What follows belongs to an exercise in optimizing a design on an open flow for small area and a short achievable clock period; a production flow would make more cautious choices.
Where RTL was checked, it was by simulation tests only, not by an equivalence proof against the original.
No activity file was given, so power comes from the tool's default toggle rates.

== run 5 ==
Design ex_datapath, start of the top module:
module ex_datapath(
    input  wire        CLK,
    input  wire [31:0] A,
    input  wire [31:0] Rm,
    input  wire [11:0] I,
    input  wire [1:0]  AM,
    input  wire        CIN,
    input  wire [3:0]  Op,
    output reg  [31:0] Out,
    output wire        Z,
    output wire        N,
    output reg         C,
    output reg         V
);
For scale: about 130 flip-flops, ~120 I/O pins.
export LEC_CHECK = 0
export CAP_MARGIN = 20
export CORE_MARGIN = 2
export CORE_UTILIZATION = 40
export CTS_BUF_LIST = sky130_fd_sc_hd__clkbuf_4 sky130_fd_sc_hd__clkbuf_8
export SLEW_MARGIN = 20
export SYNTH_HIERARCHICAL = 1
export TNS_END_PERCENT = 5
create_clock -name core_clock -period 9.0 [get_ports {CLK}]
standard.sh (not shown) runs the stock make flow with config.mk's settings and CLKGATE_MAP_FILE= SYNTH_SCRIPT=/design/flow/synth_recipe.tcl, a recipe that flattens the netlist after the stock synthesis.
==> flow/flow/run.sh <==
#!/bin/bash
set -euo pipefail
MARGIN=5.9
export BUFFER_PORTS_ARGS="-buffer_cell sky130_fd_sc_hd__buf_1"
sed "s|\"\${@:-finish}\"|SETUP_SLACK_MARGIN=${MARGIN} \"\${@:-finish}\"|" standard.sh > standard_margin.sh
grep -q "SETUP_SLACK_MARGIN=${MARGIN}" standard_margin.sh
bash standard_margin.sh > flow_make.log 2>&1
Run 5 finished all stages; the layout is clean.
--- input diff run 5..run 4 ---
--- a/flow/flow/run.sh
+++ b/flow/flow/run.sh
@@ -1,5 +1,5 @@
 #!/bin/bash
 set -euo pipefail
-MARGIN=5.9
+MARGIN=6.2
 export BUFFER_PORTS_ARGS="-buffer_cell sky130_fd_sc_hd__buf_1"
 sed "s|\"\${@:-finish}\"|SETUP_SLACK_MARGIN=${MARGIN} \"\${@:-finish}\"|" standard.sh > standard_margin.sh
## What came out
- Cmp run 4 and run 5 / minimum hold slack / higher: run 5
- Count of routing violations after the opening detailed-route iteration in run 4 is 17 above run 5.
- Cell count after synthesis came out exactly the same in run 4 and run 5.
- Number of standard cells in the layout, taps in and fillers out: run 4 vs run 5, no meaningful difference
- The count of non-CTS buffers in the layout of run 4 is higher than that of run 5.
- There was hardly any difference in overall power of the completed layout between run 5 and run 4.
- Utilization: run 4 higher than run 5
- Between run 4 and run 5, global router's overall resource usage is lower for run 5, run 4 comes in above that.
No functional check of the RTL was part of any run of this note.

========
Another version of the RTL of ex_datapath (not shown whole).
Size: about 110 flip-flops, about 120 I/O pins, about 8200 µm² of cells after synthesis.
Settings: LEC_CHECK=0, CAP_MARGIN=20, CORE_MARGIN=2, CORE_UTILIZATION=40, SETUP_SLACK_MARGIN=5, SLEW_MARGIN=20; clock period 9.0 ns.
run.sh (not shown) runs the stock make flow with config.mk's settings and CLKGATE_MAP_FILE= SYNTH_SCRIPT=/design/flow/synth_recipe.tcl, a recipe that flattens the netlist after the stock synthesis.
Stock flow here: none of the scripts above is used.
Edit:
==> flow/flow/run.sh (new file) <==
#!/bin/bash
set -euo pipefail
MARGIN=5.8
export BUFFER_PORTS_ARGS="-buffer_cell sky130_fd_sc_hd__buf_1"
sed "s|\"\${@:-finish}\"|SETUP_SLACK_MARGIN=${MARGIN} \"\${@:-finish}\"|" standard.sh > standard_margin.sh
grep -q "SETUP_SLACK_MARGIN=${MARGIN}" standard_margin.sh
bash standard_margin.sh > flow_make.log 2>&1
==> flow/standard.sh (new file) <==
#!/bin/bash
# synth_recipe.tcl (not shown) runs the flow's synth.tcl, then flattens the netlist and writes it again
# the make line also repeats each setting of config.mk as NAME=value (left out here)
make -C /OpenROAD-flow-scripts/flow DESIGN_CONFIG=/design/flow/config.mk WORK_HOME=/design/flow/orfs CLKGATE_MAP_FILE= SYNTH_SCRIPT=/design/flow/synth_recipe.tcl "${@:-finish}"
--- a/flow/config.mk
+++ b/flow/config.mk
@@ -11 +11 @@
-export SETUP_SLACK_MARGIN = 5
+export CTS_BUF_LIST = sky130_fd_sc_hd__clkbuf_4 sky130_fd_sc_hd__clkbuf_8
@@ -12,0 +13 @@
+export TNS_END_PERCENT = 5
removed: flow/run.sh
Via count rose by 8.8%.
Worst setup slack improves by 0.58 ns.
Register-to-register slack gets better by 0.52 ns.
Power increases by 0.48%.
Clock power came out lower by 21%.
Clock skew increases by 0.0065 ns.
Wire length rises by 15%.
Edit:
--- a/flow/flow/run.sh
+++ b/flow/flow/run.sh
@@ -3,2 +3 @@
-MARGIN=5.8
-export BUFFER_PORTS_ARGS="-buffer_cell sky130_fd_sc_hd__buf_1"
+MARGIN=6
--- a/flow/config.mk
+++ b/flow/config.mk
@@ -11 +10,0 @@
-export CTS_BUF_LIST = sky130_fd_sc_hd__clkbuf_4 sky130_fd_sc_hd__clkbuf_8
@@ -13 +11,0 @@
-export TNS_END_PERCENT = 5
=> Maximum frequency grows slightly. Via count goes up by roughly a tenth. Count of clock-buffer cells in the layout climbs by 2. Total power rose by about a fifth. Worst setup slack gains 0.038 ns. Core utilization climbs by 16 points. Design area climbs by a quarter to a third.
Edit:
--- a/flow/flow/run.sh
+++ b/flow/flow/run.sh
@@ -3 +3,2 @@
-MARGIN=6
+MARGIN=5.5
+export BUFFER_PORTS_ARGS="-buffer_cell sky130_fd_sc_hd__buf_1"
--- a/flow/config.mk
+++ b/flow/config.mk
@@ -11,0 +12 @@
+export TNS_END_PERCENT = 5
After rerunning:
- clock power came out lower by a few percent
- maximum frequency came out lower by a few percent
- via count came out lower by roughly a tenth
- global-route usage came out lower by 4.4 points
- wire length came out lower by a quarter to a third
- final cell count came out lower by a little under a tenth

========
== P ==
ex_datapath, a different RTL version from the one above (not shown whole).
Size in the first run: roughly 870 cells after synthesis, roughly 110 flip-flops, ~120 I/O pins, about 8000 sq um of cells after synthesis.
export LEC_CHECK = 0
export CAP_MARGIN = 20
export CORE_MARGIN = 2
export CORE_UTILIZATION = 40
export SLEW_MARGIN = 20
export TNS_END_PERCENT = 5
create_clock -name core_clock -period 9.0 [get_ports {CLK}]
standard.sh (not shown) runs the stock make flow with config.mk's settings and CLKGATE_MAP_FILE= SYNTH_SCRIPT=/design/flow/synth_recipe.tcl, a recipe that flattens the netlist after the stock synthesis.
==> flow/flow/run.sh <==
#!/bin/bash
set -euo pipefail
MARGIN=5.6
export BUFFER_PORTS_ARGS="-buffer_cell sky130_fd_sc_hd__buf_1"
sed "s|\"\${@:-finish}\"|SETUP_SLACK_MARGIN=${MARGIN} \"\${@:-finish}\"|" standard.sh > standard_margin.sh
grep -q "SETUP_SLACK_MARGIN=${MARGIN}" standard_margin.sh
bash standard_margin.sh > flow_make.log 2>&1
Per the final summary, P finished and its layout is clean on timing, DRC and antenna.
--- input diff P..Q ---
Settings: SLEW_MARGIN now 60, was 20; CTS_BUF_LIST now sky130_fd_sc_hd__clkbuf_4 sky130_fd_sc_hd__clkbuf_8, previously not set; CAP_MARGIN now 50, was 20.
Findings:
- Across both runs, sequential share of layout area was higher for Q than for P.
- The run showing the smaller share of power burned in combinational logic is P.
- Cmp P and Q / share of the cycle needed by the critical path after routing / lower: Q
- Looking at number of ordinary and repair buffers in the finished layout, Q sits above P.
- For cell depth of the worst min-delay path, P and Q come out practically identical.
- On number of sequential cells in the layout, P and Q are neck and neck.
- Compared with P, in Q final routed wirelength across all metal layers went down 0.75%; fmax up 2.9 MHz.
> inputs changed (Q -> R)
Settings: SLEW_MARGIN changed from 60 to 20; CAP_MARGIN changed from 50 to 20.
[summary]
- No stage failed in R, and the final checks on the layout all came back clean.
- Run comparison: Q origin of the worst setup path amt_q[1]; R origin of the worst setup path msh_q[3]
- [compare] base=Q new=R: power rose 0.000088 W, least setup slack across all paths after layout rose 0.0056 ns, register-to-register slack about even, proportion of power drawn by combinational gates fell 0.6 points, largest clock skew in the final design about even.
- On R: critical path depth is 1 higher than what Q gave.
- From Q to R the numbers moved as follows: standby leakage power grew by 2.9%, number of ordinary inverters in the final layout shrank by 1, worst slack after detailed placement shrank by 0.33 ns, first-iteration DRC count shrank by 1.4%.
No run of this note included a check of the RTL's function; only the layout flow was run.

[afterwards: timing with drivers on the ports]
In the flow no input, the clock included, has a driving cell. The finished layouts below were timed again as built, in two steps. Step 1 sets driving cells, clkbuf_16 on the clock port and buf_2 on the other inputs (assumed; they add their load-dependent delay and slew). Step 2 also shifts input and output timing later by t, the mid clock arrival at the registers, as if the neighbouring blocks saw the same clock. Slacks: ideal ports / drivers / drivers and shift; pairs: ideal ports / drivers.
run	shift t [ns]	slack for setup (ns)	worst data-port slew with drivers (ns)
run 5	0.483	5.767 / 5.764 / 5.281	0.06
run 4	0.489	5.753 / 5.750 / 5.260	0.06
the first run of note 2	0.394	5.143 / 5.159 / 4.766	0.04
the second run of note 2	0.438	5.728 / 5.714 / 5.307	0.04
the third run of note 2	0.403	5.766 / 5.773 / 5.384	0.12
the fourth run of note 2	0.401	5.533 / 5.533 / 5.224	0.04
P	0.462	5.610 / 5.595 / 5.274	0.03
Q	0.502	5.643 / 5.624 / 5.218	0.04
R	0.490	5.649 / 5.617 / 5.212	0.03
After both steps every run listed still meets setup and hold. For run 4, which loses most, drivers alone change the setup slack by -0.003 ns; drivers and shift together by -0.493 ns.
